Background: an optimization exercise with open tools, aiming at small area. Do not read the settings as production practice.
At most, simulation tests tie the RTL to the original design; equivalence was not proved.
Power figures rest on the tool's default switching activity, not on a simulated workload.

job 9794:
## datapath
module datapath (datapath_in, vsel, asel, bsel, loada, loadb, loadc, loads,
                 writenum, write, readnum, clk, ALUop, shift, datapath_out, status);
==> module datapath, before the edit <==
module datapath (datapath_in, vsel, asel, bsel, loada, loadb, loadc, loads,
                 writenum, write, readnum, clk, ALUop, shift, datapath_out, status);
  input  [15:0] datapath_in;
  input  [0:0]  vsel, asel, bsel, loada, loadb, loadc, loads;
  input  [2:0]  writenum;
  input  [0:0]  write;
  input  [2:0]  readnum;
  input  [0:0]  clk;
  input  [1:0]  ALUop;
  input  [1:0]  shift;
  output [15:0] datapath_out;
  output [0:0]  status;
  reg [15:0] R0, R1, R2, R3, R4, R5, R6, R7, A, B, C;
  reg        S;
  assign datapath_out = C;
  assign status = S;
  wire [7:0]  we, rs;
  wire [15:0] data_in;
  wire [15:0] rf, bb, alu, p, g;
  wire [16:0] cy;
  wire        zero;
  wire        t0, t1, t2, t3, nbi, sub, andop;
  wire [2:0] wn, rn;
  genvar k;
  generate
    for (k = 0; k < 3; k = k + 1) begin : dinv
      dp_inv iw (.a(writenum[k]), .y(wn[k]));
      dp_inv ir (.a(readnum[k]), .y(rn[k]));
    end
    for (k = 0; k < 8; k = k + 1) begin : dec
      dp_and4 dw (.a(write[0]), .b(k & 4 ? writenum[2] : wn[2]), .c(k & 2 ? writenum[1] : wn[1]),
                  .d(k & 1 ? writenum[0] : wn[0]), .y(we[k]));
      dp_and3 dr (.a(k & 4 ? readnum[2] : rn[2]), .b(k & 2 ? readnum[1] : rn[1]),
                  .c(k & 1 ? readnum[0] : rn[0]), .y(rs[k]));
    end
  endgenerate
  dp_ctl  ctl  (.ALUop(ALUop), .bsel(bsel[0]), .shift(shift), .t0(t0), .t1(t1),
                .t2(t2), .t3(t3), .nbi(nbi), .sub(sub), .andop(andop));
  always @(posedge clk) begin
    if (we[0]) R0 <= data_in;
    if (we[1]) R1 <= data_in;
    if (we[2]) R2 <= data_in;
    if (we[3]) R3 <= data_in;
    if (we[4]) R4 <= data_in;
    if (we[5]) R5 <= data_in;
    if (we[6]) R6 <= data_in;
    if (we[7]) R7 <= data_in;
    if (loada) A <= rf;
    if (loadb) B <= rf;
    if (loadc) C <= alu;
    if (loads) S <= zero;
  end
  assign cy[0] = sub;
  genvar i;
  generate
    for (i = 0; i < 16; i = i + 1) begin : sl
      wire dn;
      dp_mux2i dm (.a0(C[i]), .a1(datapath_in[i]), .s(vsel[0]), .y(dn));
      dp_inv   di (.a(dn), .y(data_in[i]));
      wire y1, y2;
      dp_aoi222 ra (.a1(rs[0]), .a2(R0[i]), .b1(rs[1]), .b2(R1[i]), .c1(rs[2]), .c2(R2[i]), .y(y1));
      dp_aoi222 rb (.a1(rs[3]), .a2(R3[i]), .b1(rs[4]), .b2(R4[i]), .c1(rs[5]), .c2(R5[i]), .y(y2));
      dp_rdtail rc (.y1(y1), .y2(y2), .a1(rs[6]), .a2(R6[i]), .b1(rs[7]), .b2(R7[i]), .y(rf[i]));
      if (i == 0) begin : b0
        dp_opb ob (.t0(t0), .t1(nbi), .t2(t2), .b(B[0]), .bl(datapath_in[0]), .br(B[1]),
                   .sub(sub), .bb(bb[0]));
      end else if (i < 5) begin : imm
        wire ns;
        dp_aoi222 sa (.a1(t0), .a2(B[i]), .b1(t1), .b2(B[i-1]), .c1(t2), .c2(B[i+1]), .y(ns));
        wire nd;
        dp_nand2  sd (.a(nbi), .b(datapath_in[i]), .y(nd));
        dp_immx   sb (.ns(ns), .nd(nd), .sub(sub), .bb(bb[i]));
      end else if (i < 15) begin : mid
        dp_opb ob (.t0(t0), .t1(t1), .t2(t2), .b(B[i]), .bl(B[i-1]), .br(B[i+1]),
                   .sub(sub), .bb(bb[i]));
      end else begin : hi
        dp_opb ob (.t0(t0), .t1(t1), .t2(t3), .b(B[15]), .bl(B[14]), .br(B[15]),
                   .sub(sub), .bb(bb[15]));
      end
      wire xn;
      dp_nand2 an (.a(asel[0]), .b(A[i]), .y(xn));
      dp_xor2  pp (.a(xn), .b(bb[i]), .y(p[i]));
      dp_nand3 gg (.a(asel[0]), .b(A[i]), .c(bb[i]), .y(g[i]));
      if (i % 2 == 1) begin : grp
        wire y1;
        if ((i / 2) % 2 == 0) begin : ev
          dp_res_c  r0 (.pn(p[i-1]), .c(cy[i-1]), .gn(g[i-1]), .andop(andop), .r(alu[i-1]));
          dp_hi_c   h1 (.pn0(p[i-1]), .gn0(g[i-1]), .c(cy[i-1]), .pn1(p[i]), .y(y1));
          if (i < 15) begin : nx
            wire pg, gg2;
            dp_gp_t  gp (.pn0(p[i-1]), .gn0(g[i-1]), .pn1(p[i]), .gn1(g[i]), .p(pg), .g(gg2));
            dp_cy_t  cc (.p(pg), .g(gg2), .c(cy[i-1]), .con(cy[i+1]));
          end
        end else begin : od
          dp_res_cn r0 (.pn(p[i-1]), .cn(cy[i-1]), .gn(g[i-1]), .andop(andop), .r(alu[i-1]));
          dp_hi_cn  h1 (.pn0(p[i-1]), .gn0(g[i-1]), .cn(cy[i-1]), .pn1(p[i]), .y(y1));
          if (i < 15) begin : nx
            wire pgn, ggn;
            dp_gp_n  gp (.pn0(p[i-1]), .gn0(g[i-1]), .pn1(p[i]), .gn1(g[i]), .pn(pgn), .gn(ggn));
            dp_cy_n  cc (.pn(pgn), .gn(ggn), .cn(cy[i-1]), .co(cy[i+1]));
          end
        end
        dp_mux2i m1 (.a0(y1), .a1(g[i]), .s(andop), .y(alu[i]));
      end
    end
  endgenerate
  wire [7:0] zp;
  wire [1:0] zq;
  generate
    for (k = 0; k < 8; k = k + 1) begin : zt
      dp_nor2 z0 (.a(alu[2*k]), .b(alu[2*k+1]), .y(zp[k]));
    end
  endgenerate
  dp_nand4 z1 (.a(zp[0]), .b(zp[1]), .c(zp[2]), .d(zp[3]), .y(zq[0]));
  dp_nand4 z2 (.a(zp[4]), .b(zp[5]), .c(zp[6]), .d(zp[7]), .y(zq[1]));
  dp_nor2  z3 (.a(zq[0]), .b(zq[1]), .y(zero));
endmodule
==> module dp_and4, before the edit <==
module dp_and4 (input a, b, c, d, output y);
  assign y = a & b & c & d;
endmodule
==> module dp_nand4, before the edit <==
module dp_nand4 (input a, b, c, d, output y);
  assign y = ~(a & b & c & d);
endmodule
Settings: LEC_CHECK=0, CAP_MARGIN=0, CORE_MARGIN=2, CORE_UTILIZATION=60, CTS_BUF_LIST=sky130_fd_sc_hd__clkbuf_8, GPL_TIMING_DRIVEN=0, SLEW_MARGIN=0, SYNTH_HIERARCHICAL=1, TNS_END_PERCENT=0; clock period 5.0 ns.
run.sh (not shown) runs the stock make flow with config.mk's settings and CLKGATE_MAP_FILE= SYNTH_SCRIPT=/design/flow/synth_recipe.tcl, a recipe that flattens the netlist after the stock synthesis.
Inputs modified between job 9794 and job 8751:
diff --git a/flow/design.v b/flow/design.v
--- a/flow/design.v
+++ b/flow/design.v
@@ -19,19 +19,22 @@
   wire [15:0] rf, bb, alu, p, g;
   wire [16:0] cy;
   wire        zero;
   wire        t0, t1, t2, t3, nbi, sub, andop;
   wire [2:0] wn, rn;
+  wire [1:0] wh;      
+  dp_and2 wh0 (.a(write[0]), .b(wn[2]), .y(wh[0]));
+  dp_and2 wh1 (.a(write[0]), .b(writenum[2]), .y(wh[1]));
   genvar k;
   generate
     for (k = 0; k < 3; k = k + 1) begin : dinv
       dp_inv iw (.a(writenum[k]), .y(wn[k]));
       dp_inv ir (.a(readnum[k]), .y(rn[k]));
     end
     for (k = 0; k < 8; k = k + 1) begin : dec
-      dp_and4 dw (.a(write[0]), .b(k & 4 ? writenum[2] : wn[2]), .c(k & 2 ? writenum[1] : wn[1]),
-                  .d(k & 1 ? writenum[0] : wn[0]), .y(we[k]));
+      dp_and3 dw (.a(wh[k >> 2]), .b(k & 2 ? writenum[1] : wn[1]),
+                  .c(k & 1 ? writenum[0] : wn[0]), .y(we[k]));
       dp_and3 dr (.a(k & 4 ? readnum[2] : rn[2]), .b(k & 2 ? readnum[1] : rn[1]),
                   .c(k & 1 ? readnum[0] : rn[0]), .y(rs[k]));
     end
   endgenerate
   dp_ctl  ctl  (.ALUop(ALUop), .bsel(bsel[0]), .shift(shift), .t0(t0), .t1(t1),
@@ -102,20 +105,11 @@
         end
         dp_mux2i m1 (.a0(y1), .a1(g[i]), .s(andop), .y(alu[i]));
       end
     end
   endgenerate
-  wire [7:0] zp;
-  wire [1:0] zq;
-  generate
-    for (k = 0; k < 8; k = k + 1) begin : zt
-      dp_nor2 z0 (.a(alu[2*k]), .b(alu[2*k+1]), .y(zp[k]));
-    end
-  endgenerate
-  dp_nand4 z1 (.a(zp[0]), .b(zp[1]), .c(zp[2]), .d(zp[3]), .y(zq[0]));
-  dp_nand4 z2 (.a(zp[4]), .b(zp[5]), .c(zp[6]), .d(zp[7]), .y(zq[1]));
-  dp_nor2  z3 (.a(zq[0]), .b(zq[1]), .y(zero));
+  dp_zero zr (.r(alu), .zero(zero));
 endmodule
 module dp_ctl (input [1:0] ALUop, input bsel, input [1:0] shift,
                output t0, t1, t2, t3, nbi, sub, andop);
   wire pass = ALUop[1] & ALUop[0];
   wire e = bsel & ~pass;
@@ -156,12 +150,12 @@
   assign y = ~(a ^ b);
 endmodule
 module dp_inv (input a, output y);
   assign y = ~a;
 endmodule
-module dp_and4 (input a, b, c, d, output y);
-  assign y = a & b & c & d;
+module dp_and2 (input a, b, output y);
+  assign y = a & b;
 endmodule
 module dp_mux2i (input a0, a1, s, output y);
   assign y = ~(s ? a1 : a0);
 endmodule
 module dp_nor2 (input a, b, output y);
@@ -193,8 +187,8 @@
   assign con = ~(g | (p & c));
 endmodule
 module dp_cy_n (input pn, gn, cn, output co);
   assign co = ~((pn | cn) & gn);
 endmodule
-module dp_nand4 (input a, b, c, d, output y);
-  assign y = ~(a & b & c & d);
+module dp_zero (input [15:0] r, output zero);
+  assign zero = ~|r;
 endmodule
==> results.txt <==
Setup slack: job 8751 less than job 9794
Re power spent charging and discharging nets: job 9794 and job 8751 aren't equal, and the higher value belongs to job 9794.
From job 9794 to job 8751 the numbers moved as follows: number of non-clock buffers decreased 1; sequential share of layout area went up 0.30 points.
Looking at job 9794 and job 8751, the area of the multi-input gates is a wash.
Taking job 9794 as the reference, in job 8751 leakage power total saw an increase; worst hold slack grew by 11 ps; cell area after layout moved down; period utilization has increased.

---

Starting RTL as in the previous note.
Settings: LEC_CHECK=0, CAP_MARGIN=0, CORE_ASPECT_RATIO=0.6, CORE_MARGIN=2, CORE_UTILIZATION=60, CTS_BUF_LIST=sky130_fd_sc_hd__clkbuf_8, GPL_TIMING_DRIVEN=0, SLEW_MARGIN=0, SYNTH_HIERARCHICAL=1, TNS_END_PERCENT=0; clock period 5.0 ns.
The starting point completed without violations.
Change:
--- a/flow/design.v
+++ b/flow/design.v
@@ -18,21 +18,24 @@
   wire [15:0] data_in;
   wire [15:0] rf, bb, alu, p, g;
   wire [16:0] cy;
   wire        zero;
   wire        t0, t1, t2, t3, nbi, sub, andop;
   wire [2:0] wn, rn;
+  wire [1:0] wh;      
+  dp_and2 wh0 (.a(write[0]), .b(wn[2]), .y(wh[0]));
+  dp_and2 wh1 (.a(write[0]), .b(writenum[2]), .y(wh[1]));
   genvar k;
   generate
     for (k = 0; k < 3; k = k + 1) begin : dinv
       dp_inv iw (.a(writenum[k]), .y(wn[k]));
       dp_inv ir (.a(readnum[k]), .y(rn[k]));
     end
     for (k = 0; k < 8; k = k + 1) begin : dec
-      dp_and4 dw (.a(write[0]), .b(k & 4 ? writenum[2] : wn[2]), .c(k & 2 ? writenum[1] : wn[1]),
-                  .d(k & 1 ? writenum[0] : wn[0]), .y(we[k]));
+      dp_and3 dw (.a(wh[k >> 2]), .b(k & 2 ? writenum[1] : wn[1]),
+                  .c(k & 1 ? writenum[0] : wn[0]), .y(we[k]));
       dp_and3 dr (.a(k & 4 ? readnum[2] : rn[2]), .b(k & 2 ? readnum[1] : rn[1]),
                   .c(k & 1 ? readnum[0] : rn[0]), .y(rs[k]));
     end
   endgenerate
   dp_ctl  ctl  (.ALUop(ALUop), .bsel(bsel[0]), .shift(shift), .t0(t0), .t1(t1),
                 .t2(t2), .t3(t3), .nbi(nbi), .sub(sub), .andop(andop));
@@ -101,22 +104,13 @@
           end
         end
         dp_mux2i m1 (.a0(y1), .a1(g[i]), .s(andop), .y(alu[i]));
       end
     end
   endgenerate
-  wire [7:0] zp;
-  wire [1:0] zq;
-  generate
-    for (k = 0; k < 8; k = k + 1) begin : zt
-      dp_nor2 z0 (.a(alu[2*k]), .b(alu[2*k+1]), .y(zp[k]));
-    end
-  endgenerate
-  dp_nand4 z1 (.a(zp[0]), .b(zp[1]), .c(zp[2]), .d(zp[3]), .y(zq[0]));
-  dp_nand4 z2 (.a(zp[4]), .b(zp[5]), .c(zp[6]), .d(zp[7]), .y(zq[1]));
-  dp_nor2  z3 (.a(zq[0]), .b(zq[1]), .y(zero));
+  dp_zero zr (.r(alu), .zero(zero));
 endmodule
 module dp_ctl (input [1:0] ALUop, input bsel, input [1:0] shift,
                output t0, t1, t2, t3, nbi, sub, andop);
   wire pass = ALUop[1] & ALUop[0];
   wire e = bsel & ~pass;
   assign t0 = e & ~shift[1] & ~shift[0];
@@ -155,14 +149,14 @@
 module dp_xnor2 (input a, b, output y);
   assign y = ~(a ^ b);
 endmodule
 module dp_inv (input a, output y);
   assign y = ~a;
 endmodule
-module dp_and4 (input a, b, c, d, output y);
-  assign y = a & b & c & d;
+module dp_and2 (input a, b, output y);
+  assign y = a & b;
 endmodule
 module dp_mux2i (input a0, a1, s, output y);
   assign y = ~(s ? a1 : a0);
 endmodule
 module dp_nor2 (input a, b, output y);
   assign y = ~(a | b);
@@ -192,9 +186,9 @@
 module dp_cy_t (input p, g, c, output con);
   assign con = ~(g | (p & c));
 endmodule
 module dp_cy_n (input pn, gn, cn, output co);
   assign co = ~((pn | cn) & gn);
 endmodule
-module dp_nand4 (input a, b, c, d, output y);
-  assign y = ~(a & b & c & d);
+module dp_zero (input [15:0] r, output zero);
+  assign zero = ~|r;
 endmodule
After rerunning: Wire length went up by 4.1%; power went up by 7.2%; die area stays flat; core utilization went up by 1.6 points; clock skew went up by 4.4 ps; via count went up by 2.2%; global-route usage went up by 1.0 points; first-iteration DRC count went up by 6.9%.

---

Another version of the RTL of datapath (not shown whole).
For scale: about 460 cells after synthesis, roughly 180 flip-flops, about 52 I/O pins, about 7400 um2 of cells after synthesis.
==> module datapath, before the edit <==
module datapath (datapath_in, vsel, asel, bsel, loada, loadb, loadc, loads,
                 writenum, write, readnum, clk, ALUop, shift, datapath_out, status);
  input  [15:0] datapath_in;
  input  [0:0]  vsel, asel, bsel, loada, loadb, loadc, loads;
  input  [2:0]  writenum;
  input  [0:0]  write;
  input  [2:0]  readnum;
  input  [0:0]  clk;
  input  [1:0]  ALUop;
  input  [1:0]  shift;
  output [15:0] datapath_out;
  output [0:0]  status;
  reg [15:0] R0, R1, R2, R3, R4, R5, R6, R7, A, B, C;
  reg        S;
  assign datapath_out = C;
  assign status = S;
  wire [7:0]  we, rs;
  wire [15:0] data_in;
  wire [15:0] rf, bb, alu, p, g;
  wire [16:0] cy;
  wire        zero;
  wire        t0, t1, t2, t03, nbi, sub, andop;
  wire [2:0] wn, rn;
  genvar k;
  generate
    for (k = 0; k < 3; k = k + 1) begin : dinv
      dp_inv iw (.a(writenum[k]), .y(wn[k]));
      dp_inv ir (.a(readnum[k]), .y(rn[k]));
    end
    for (k = 0; k < 8; k = k + 1) begin : dec
      dp_and4 dw (.a(write[0]), .b(k & 4 ? writenum[2] : wn[2]), .c(k & 2 ? writenum[1] : wn[1]),
                  .d(k & 1 ? writenum[0] : wn[0]), .y(we[k]));
      dp_and3 dr (.a(k & 4 ? readnum[2] : rn[2]), .b(k & 2 ? readnum[1] : rn[1]),
                  .c(k & 1 ? readnum[0] : rn[0]), .y(rs[k]));
    end
  endgenerate
  dp_ctl  ctl  (.ALUop(ALUop), .bsel(bsel[0]), .shift(shift), .t0(t0), .t1(t1),
                .t2(t2), .t03(t03), .nbi(nbi), .sub(sub), .andop(andop));
  always @(posedge clk) begin
    if (we[0]) R0 <= data_in;
    if (we[1]) R1 <= data_in;
    if (we[2]) R2 <= data_in;
    if (we[3]) R3 <= data_in;
    if (we[4]) R4 <= data_in;
    if (we[5]) R5 <= data_in;
    if (we[6]) R6 <= data_in;
    if (we[7]) R7 <= data_in;
    if (loada) A <= rf;
    if (loadb) B <= rf;
    if (loadc) C <= alu;
    if (loads) S <= zero;
  end
  assign cy[0] = sub;
  genvar i;
  generate
    for (i = 0; i < 16; i = i + 1) begin : sl
      wire dn;
      dp_mux2i dm (.a0(C[i]), .a1(datapath_in[i]), .s(vsel[0]), .y(dn));
      dp_inv   di (.a(dn), .y(data_in[i]));
      wire y1, y2;
      dp_aoi222 ra (.a1(rs[0]), .a2(R0[i]), .b1(rs[1]), .b2(R1[i]), .c1(rs[2]), .c2(R2[i]), .y(y1));
      dp_aoi222 rb (.a1(rs[3]), .a2(R3[i]), .b1(rs[4]), .b2(R4[i]), .c1(rs[5]), .c2(R5[i]), .y(y2));
      dp_rdtail rc (.y1(y1), .y2(y2), .a1(rs[6]), .a2(R6[i]), .b1(rs[7]), .b2(R7[i]), .y(rf[i]));
      if (i == 0) begin : b0
        wire ns;
        dp_aoi22 sa (.a1(t0), .a2(B[0]), .b1(t2), .b2(B[1]), .y(ns));
        dp_immx  sb (.ns(ns), .nbi(nbi), .d(datapath_in[0]), .sub(sub), .bb(bb[0]));
      end else if (i < 5) begin : imm
        wire ns;
        dp_aoi222 sa (.a1(t0), .a2(B[i]), .b1(t1), .b2(B[i-1]), .c1(t2), .c2(B[i+1]), .y(ns));
        dp_immx   sb (.ns(ns), .nbi(nbi), .d(datapath_in[i]), .sub(sub), .bb(bb[i]));
      end else if (i < 15) begin : mid
        dp_opb ob (.t0(t0), .t1(t1), .t2(t2), .b(B[i]), .bl(B[i-1]), .br(B[i+1]),
                   .sub(sub), .bb(bb[i]));
      end else begin : hi
        dp_opb15 ob (.t03(t03), .t1(t1), .b(B[15]), .bl(B[14]), .sub(sub), .bb(bb[15]));
      end
      wire xn;
      dp_nand2 an (.a(asel[0]), .b(A[i]), .y(xn));
      if (i % 2 == 0) begin : ev
        dp_xnor2 pp (.a(xn), .b(bb[i]), .y(p[i]));
        dp_and3  gg (.a(asel[0]), .b(A[i]), .c(bb[i]), .y(g[i]));
        dp_sum0  sm (.p(p[i]), .ci(cy[i]), .g(g[i]), .andop(andop), .r(alu[i]));
      end else begin : od
        dp_xor2  pp (.a(xn), .b(bb[i]), .y(p[i]));
        dp_nand3 gg (.a(asel[0]), .b(A[i]), .c(bb[i]), .y(g[i]));
        wire sn;
        dp_sn1   sx (.p0(p[i-1]), .g0(g[i-1]), .pn1(p[i]), .ci(cy[i-1]), .sn(sn));
        dp_mux2i sm (.a0(sn), .a1(g[i]), .s(andop), .y(alu[i]));
        if (i < 15) begin : cc
          dp_cy2 cy2 (.p0(p[i-1]), .g0(g[i-1]), .pn1(p[i]), .gn1(g[i]), .ci(cy[i-1]),
                      .co(cy[i+1]));
        end
      end
    end
  endgenerate
  dp_zero zr (.r(alu), .zero(zero));
endmodule
==> module dp_zero, before the edit <==
module dp_zero (input [15:0] r, output zero);
  assign zero = ~|r;
endmodule
export LEC_CHECK = 0
export CAP_MARGIN = 20
export CORE_MARGIN = 2
export CORE_UTILIZATION = 40
export GPL_TIMING_DRIVEN = 0
export SLEW_MARGIN = 20
export SYNTH_HIERARCHICAL = 1
create_clock -name core_clock -period 5.0 [get_ports {clk}]
Change:
--- a/flow/design.v
+++ b/flow/design.v
@@ -91,13 +91,16 @@
           dp_cy2 cy2 (.p0(p[i-1]), .g0(g[i-1]), .pn1(p[i]), .gn1(g[i]), .ci(cy[i-1]),
                       .co(cy[i+1]));
         end
       end
     end
   endgenerate
-  dp_zero zr (.r(alu), .zero(zero));
+  wire zl, zh;
+  dp_zlow  zr0 (.r(alu[11:0]), .y(zl));
+  dp_or4   zr1 (.a(zl), .b(alu[12]), .c(alu[13]), .d(alu[14]), .y(zh));
+  dp_nor2  zr2 (.a(zh), .b(alu[15]), .y(zero));
 endmodule
 module dp_ctl (input [1:0] ALUop, input bsel, input [1:0] shift,
                output t0, t1, t2, t03, nbi, sub, andop);
   wire pass = ALUop[1] & ALUop[0];
   wire e = bsel & ~pass;
   assign t0 = e & ~shift[1] & ~shift[0];
@@ -161,9 +164,15 @@
 module dp_and4 (input a, b, c, d, output y);
   assign y = a & b & c & d;
 endmodule
 module dp_mux2i (input a0, a1, s, output y);
   assign y = ~(s ? a1 : a0);
 endmodule
-module dp_zero (input [15:0] r, output zero);
-  assign zero = ~|r;
+module dp_zlow (input [11:0] r, output y);
+  assign y = ~(~|r[3:0] & ~|r[7:4] & ~|r[11:8]);
 endmodule
+module dp_or4 (input a, b, c, d, output y);
+  assign y = a | b | c | d;
+endmodule
+module dp_nor2 (input a, b, output y);
+  assign y = ~(a | b);
+endmodule
Core utilization hardly moves.
Setup slack is worse by 0.23 ns.
Flip-flop and latch count does not change.
Final area barely changes.
Global-route usage falls by 0.29 points.
Synthesized cell count barely changes.
Only the layout flow was run in the second run of this note; the RTL was not checked for function there.
